What follows belongs to an exercise in optimizing a design on an open flow for small area; a production flow would make more cautious choices. The RTL was checked by simulation tests, not by an equivalence proof against the original design. The flow treats the clock pin as an ideal source, which a real chip does not have. No activity file was given, so power comes from the tool's default toggle rates.

==> module FreqCounter, before the edit <==
module FreqCounter(
    input mclk,
    input rst,
    input signal,
    output [15:0] freq
);
reg [15:0] lfsr;     
reg [12:0] fc;       
reg        old;
reg [2:0]  av;
reg [14:0] sa;
reg [14:0] sm;
reg        p;
reg        m;        
reg [14:0] fq;       
wire gate_end = ({lfsr[15:11], lfsr[8:0]} == {5'b01100, 9'b110001011});
wire e = signal ^ old;
wire in6 = (av == 3'd6);
wire fin = gate_end & in6;
wire [13:0] fci;
inc #(13) i0(.a(fc), .ci(e), .s(fci));
wire wrap = fci[13];
wire [12:0] fcn = fci[12:0];
wire [15:0] sai;
inc #(15) i1(.a(sa), .ci(e), .s(sai));
wire [14:0] san = {sai[14:13] - wrap, sai[12:0]};
wire [15:0] smi;
inc #(15) i2(.a(sm), .ci(in6 ? e & p : e), .s(smi));
wire [14:0] smn = {smi[14:12] - (wrap ? (in6 ? 3'd1 : 3'd2) : 3'd0), smi[11:0]};
always @(posedge mclk) begin
    if (rst) begin
        lfsr <= 0; fc <= 0; old <= 0; av <= 0; sa <= 0; sm <= 0; p <= 0; m <= 0; fq <= 0;
    end else begin
        old <= signal;
        lfsr <= gate_end ? 16'd0 : {lfsr[14:0], ~(lfsr[15] ^ lfsr[12])};
        fc  <= gate_end ? 13'd0 : fcn;
        if (gate_end)
            av <= av + 3'd1;
        m <= fin;
        sa <= m ? {14'd0, e} : san;
        if (fin) begin
            sm <= {3'd0, fcn[12:1]};
            p <= fcn[0];
        end else begin
            sm <= smn;
            if (in6)
                p <= p ^ e;
        end
        if (fin)
            fq <= smn;
        else if (m)
            fq <= sa;
    end
end
assign freq = {1'b0, fq};
endmodule
clock: 10.0 ns
lec_check: 0
cap_margin: 20
core_margin: 2
core_utilization: 70
slew_margin: 20
standard.sh (not shown) runs the stock make flow with config.mk's settings and CLKGATE_MAP_FILE= SYNTH_SCRIPT=/design/flow/synth_recipe.tcl, a recipe that flattens the netlist after the stock synthesis.
==> flow/flow/run.sh <==
#!/bin/bash
# Standard ORFS layout, with two changes made through the flow's own variables:
# the port buffers are buf_1 cells, and CTS builds the clock tree from
# clkbuf_4 cells without dummy loads.
set -euo pipefail
export BUFFER_PORTS_ARGS="-buffer_cell sky130_fd_sc_hd__buf_1"
export CTS_ARGS="-sink_clustering_enable -repair_clock_nets -buf_list sky130_fd_sc_hd__clkbuf_4 -dont_use_dummy_load"
bash standard.sh finish > standard_flow.log 2>&1
The first run completed with no timing, DRC or antenna violations.
Next try:
--- a/flow/design.v
+++ b/flow/design.v
@@ -5,7 +5,8 @@
     input signal,
     output [15:0] freq
 );
-reg [15:0] lfsr;     
+reg [15:0] lr;       
+wire [15:0] lfsr = lr ^ 16'haaaa;
 reg [12:0] fc;       
 reg        old;
 reg [2:0]  av;
@@ -30,10 +31,10 @@
 wire [14:0] smn = {smi[14:12] - (wrap ? (in6 ? 3'd1 : 3'd2) : 3'd0), smi[11:0]};
 always @(posedge mclk) begin
     if (rst) begin
-        lfsr <= 0; fc <= 0; old <= 0; av <= 0; sa <= 0; sm <= 0; p <= 0; m <= 0; fq <= 0;
+        lr <= 16'haaaa; fc <= 0; old <= 0; av <= 0; sa <= 0; sm <= 0; p <= 0; m <= 0; fq <= 0;
     end else begin
         old <= signal;
-        lfsr <= gate_end ? 16'd0 : {lfsr[14:0], ~(lfsr[15] ^ lfsr[12])};
+        lr <= (gate_end ? 16'd0 : {lfsr[14:0], ~(lfsr[15] ^ lfsr[12])}) ^ 16'haaaa;
         fc  <= gate_end ? 13'd0 : fcn;
         if (gate_end)
             av <= av + 3'd1;
After rerunning: Sequential power barely changes; register-to-register slack is better by 0.07 ns; die area is higher by a few percent; clock-buffer cell count stays the same; power is higher slightly; flip-flop and latch count stays the same; global-route usage is lower by 0.11 points; cell area is higher slightly; first-iteration DRC count is lower by a quarter to a third; combinational power is higher by roughly a tenth; routed wire length is higher by a few percent.


FreqCounter, a different RTL version from the one above (not shown whole).
Size: ~310 cells after synthesis, about 80 flip-flops, ~3400 µm² of cells after synthesis.
==> module FreqCounter, before the edit <==
module FreqCounter(
    input mclk,
    input rst,
    input signal,
    output [15:0] freq
);
reg [15:0] lr;       
wire [15:0] lfsr = lr ^ 16'haaaa;
reg [12:0] fc;       
reg        old;
reg [2:0]  av;
reg [14:0] sa;
reg [14:0] sm;
reg        h0;       
reg        m;        
reg [14:0] fq;       
wire gate_end = ({lfsr[15:11], lfsr[8:0]} == {5'b01100, 9'b110001011});
wire e = signal ^ old;
wire in6 = (av == 3'd6);
wire fin = gate_end & in6;
wire [13:0] fci;
inc #(13) i0(.a(fc), .ci(e), .s(fci));
wire wrap = fci[13];
wire [12:0] fcn = fci[12:0];
wire [15:0] sai;
inc #(15) i1(.a(sa), .ci(e), .s(sai));
wire [14:0] san = {sai[14:13] - wrap, sai[12:0]};
wire [15:0] smi;
inc #(15) i2(.a(sm), .ci(in6 ? e & (h0 ^ fc[0]) : e), .s(smi));
wire [14:0] smn = {smi[14:12] - (wrap ? (in6 ? 3'd1 : 3'd2) : 3'd0), smi[11:0]};
always @(posedge mclk) begin
    if (rst) begin
        lr <= 16'haaaa; fc <= 0; old <= 0; av <= 0; sa <= 0; sm <= 0; h0 <= 0; m <= 0; fq <= 0;
    end else begin
        old <= signal;
        lr <= (gate_end ? 16'd0 : {lfsr[14:0], ~(lfsr[15] ^ lfsr[12])}) ^ 16'haaaa;
        fc  <= gate_end ? 13'd0 : fcn;
        if (gate_end)
            av <= av + 3'd1;
        m <= fin;
        sa <= m ? {14'd0, e} : san;
        if (fin) begin
            sm <= {3'd0, fcn[12:1]};
            h0 <= fcn[0];
        end else
            sm <= smn;
        if (fin)
            fq <= smn;
        else if (m)
            fq <= sa;
    end
end
assign freq = {1'b0, fq};
endmodule
clock: 10.0 ns
lec_check: 0
cap_margin: 20
core_margin: 2
core_utilization: 70
slew_margin: 20
==> flow/flow/run.sh <==
#!/bin/bash
# Standard ORFS layout, with three changes made through the flow's own
# variables and hooks:
#  - the port buffers are buf_1 cells;
#  - CTS builds the clock tree from clkbuf_4 cells without dummy loads;
#  - after CTS, flow/downsize.tcl moves logic cells to a smaller drive strength
#    wherever timing, slew and capacitance still hold with margin.
set -euo pipefail
export BUFFER_PORTS_ARGS="-buffer_cell sky130_fd_sc_hd__buf_1"
export CTS_ARGS="-sink_clustering_enable -repair_clock_nets -buf_list sky130_fd_sc_hd__clkbuf_4 -dont_use_dummy_load"
export POST_CTS_TCL="$PWD/flow/downsize.tcl"
bash standard.sh finish > standard_flow.log 2>&1
==> flow/flow/downsize.tcl <==
# Downsize logic cells to drive strength 1 where timing, slew and
# capacitance still hold with margin.
proc ds_ok {} {
  estimate_parasitics -placement
  if {[sta::worst_slack_cmd max] < 0.5e-9} { return 0 }
  if {[sta::worst_slack_cmd min] < 0.05e-9} { return 0 }
  if {[sta::max_slew_violation_count] > 0} { return 0 }
  if {[sta::max_capacitance_violation_count] > 0} { return 0 }
  if {[sta::max_slew_check_slack_limit] < 0.15} { return 0 }
  if {[sta::max_capacitance_check_slack_limit] < 0.15} { return 0 }
  return 1
}
set db [ord::get_db]
set block [ord::get_db_block]
set n 0; set saved 0.0
if {![ds_ok]} { puts "downsize: design not clean before, skipping" } else {
foreach inst [$block getInsts] {
  set m [$inst getMaster]
  set name [$m getName]
  if {![regexp {^(sky130_fd_sc_hd__[a-z0-9]+)_([0-9]+)$} $name -> base drv]} continue
  if {$drv <= 1} continue
  if {[regexp {clkbuf|clkinv|clkdly|dfxtp|dfrtp|tap|fill|decap|conb|dlygate} $base]} continue
  set old_area [expr {[$m getWidth] * [$m getHeight]}]
  foreach d {0 1 2 4} {
    if {$d >= $drv} break
    set cand [$db findMaster ${base}_$d]
    if {$cand eq "NULL" || $cand eq ""} continue
    if {[$cand getWidth] >= [$m getWidth]} continue
    $inst swapMaster $cand
    if {[ds_ok]} {
      incr n
      set saved [expr {$saved + ($old_area - [$cand getWidth] * [$cand getHeight]) / 1e6}]
      puts "downsize: [$inst getName] $name -> [$cand getName]"
      break
    }
    $inst swapMaster $m
  }
}
}
estimate_parasitics -placement
puts "downsize: $n cells, [format %.1f $saved] um2"
==> next run, changes <==
--- a/flow/design.v
+++ b/flow/design.v
@@ -12,7 +12,7 @@
 reg [2:0]  av;
 reg [14:0] sa;
 reg [14:0] sm;
-reg        h0;       
+reg        p;
 reg        m;        
 reg [14:0] fq;       
 wire gate_end = ({lfsr[15:11], lfsr[8:0]} == {5'b01100, 9'b110001011});
@@ -27,11 +27,11 @@
 inc #(15) i1(.a(sa), .ci(e), .s(sai));
 wire [14:0] san = {sai[14:13] - wrap, sai[12:0]};
 wire [15:0] smi;
-inc #(15) i2(.a(sm), .ci(in6 ? e & (h0 ^ fc[0]) : e), .s(smi));
+inc #(15) i2(.a(sm), .ci(in6 ? e & p : e), .s(smi));
 wire [14:0] smn = {smi[14:12] - (wrap ? (in6 ? 3'd1 : 3'd2) : 3'd0), smi[11:0]};
 always @(posedge mclk) begin
     if (rst) begin
-        lr <= 16'haaaa; fc <= 0; old <= 0; av <= 0; sa <= 0; sm <= 0; h0 <= 0; m <= 0; fq <= 0;
+        lr <= 16'haaaa; fc <= 0; old <= 0; av <= 0; sa <= 0; sm <= 0; p <= 0; m <= 0; fq <= 0;
     end else begin
         old <= signal;
         lr <= (gate_end ? 16'd0 : {lfsr[14:0], ~(lfsr[15] ^ lfsr[12])}) ^ 16'haaaa;
@@ -42,9 +42,12 @@
         sa <= m ? {14'd0, e} : san;
         if (fin) begin
             sm <= {3'd0, fcn[12:1]};
-            h0 <= fcn[0];
-        end else
+            p <= fcn[0];
+        end else begin
             sm <= smn;
+            if (in6)
+                p <= p ^ e;
+        end
         if (fin)
             fq <= smn;
         else if (m)
The changed run went through all stages and came out clean; cell count came out higher by a few percent; core utilization shrinks by 0.16 points; design area rose slightly; first-iteration DRC count is lower by a quarter to a third; die area climbs by a few percent; clock-buffer cell count is unchanged; total power drops slightly; worst hold slack gets worse by 0.0032 ns; routed wire length fell by a few percent.

==> port drivers added, routing unchanged <==
The results above use ideal ports. As a check the final layouts listed here were re-extracted and re-timed, cells and wires unchanged. Step 1 (the two cells are an assumption about what drives the block):
set clk [get_ports {mclk}]
set_driving_cell -lib_cell sky130_fd_sc_hd__clkbuf_16 $clk
set_driving_cell -lib_cell sky130_fd_sc_hd__buf_2 [delete_from_list [all_inputs] $clk]
Step 2 moves the port delays by t, midway between the first and last clock arrival at a register: inputs arrive t later, outputs are due t later. That takes back most of the time a late clock gives input paths. Slacks: ideal ports / drivers / drivers and shift; pairs: ideal ports / drivers.
run	t (ns)	slack for setup (ns)	worst register clock-pin slew, ns	worst data-port slew with drivers (ns)
the first run of note 1	0.418	3.951 / 3.955 / 3.537	0.12 / 0.12	0.03
the second run of note 1	0.424	3.974 / 3.979 / 3.554	0.12 / 0.12	0.03
the first run of note 2	0.408	4.353 / 4.359 / 3.951	0.11 / 0.11	0.03
the second run of note 2	0.423	3.988 / 3.993 / 3.570	0.12 / 0.12	0.03
After both steps every run listed still meets setup and hold. The setup slack of the second run of note 1, which loses most, moves by +0.005 ns with the drivers and by -0.420 ns with both steps.
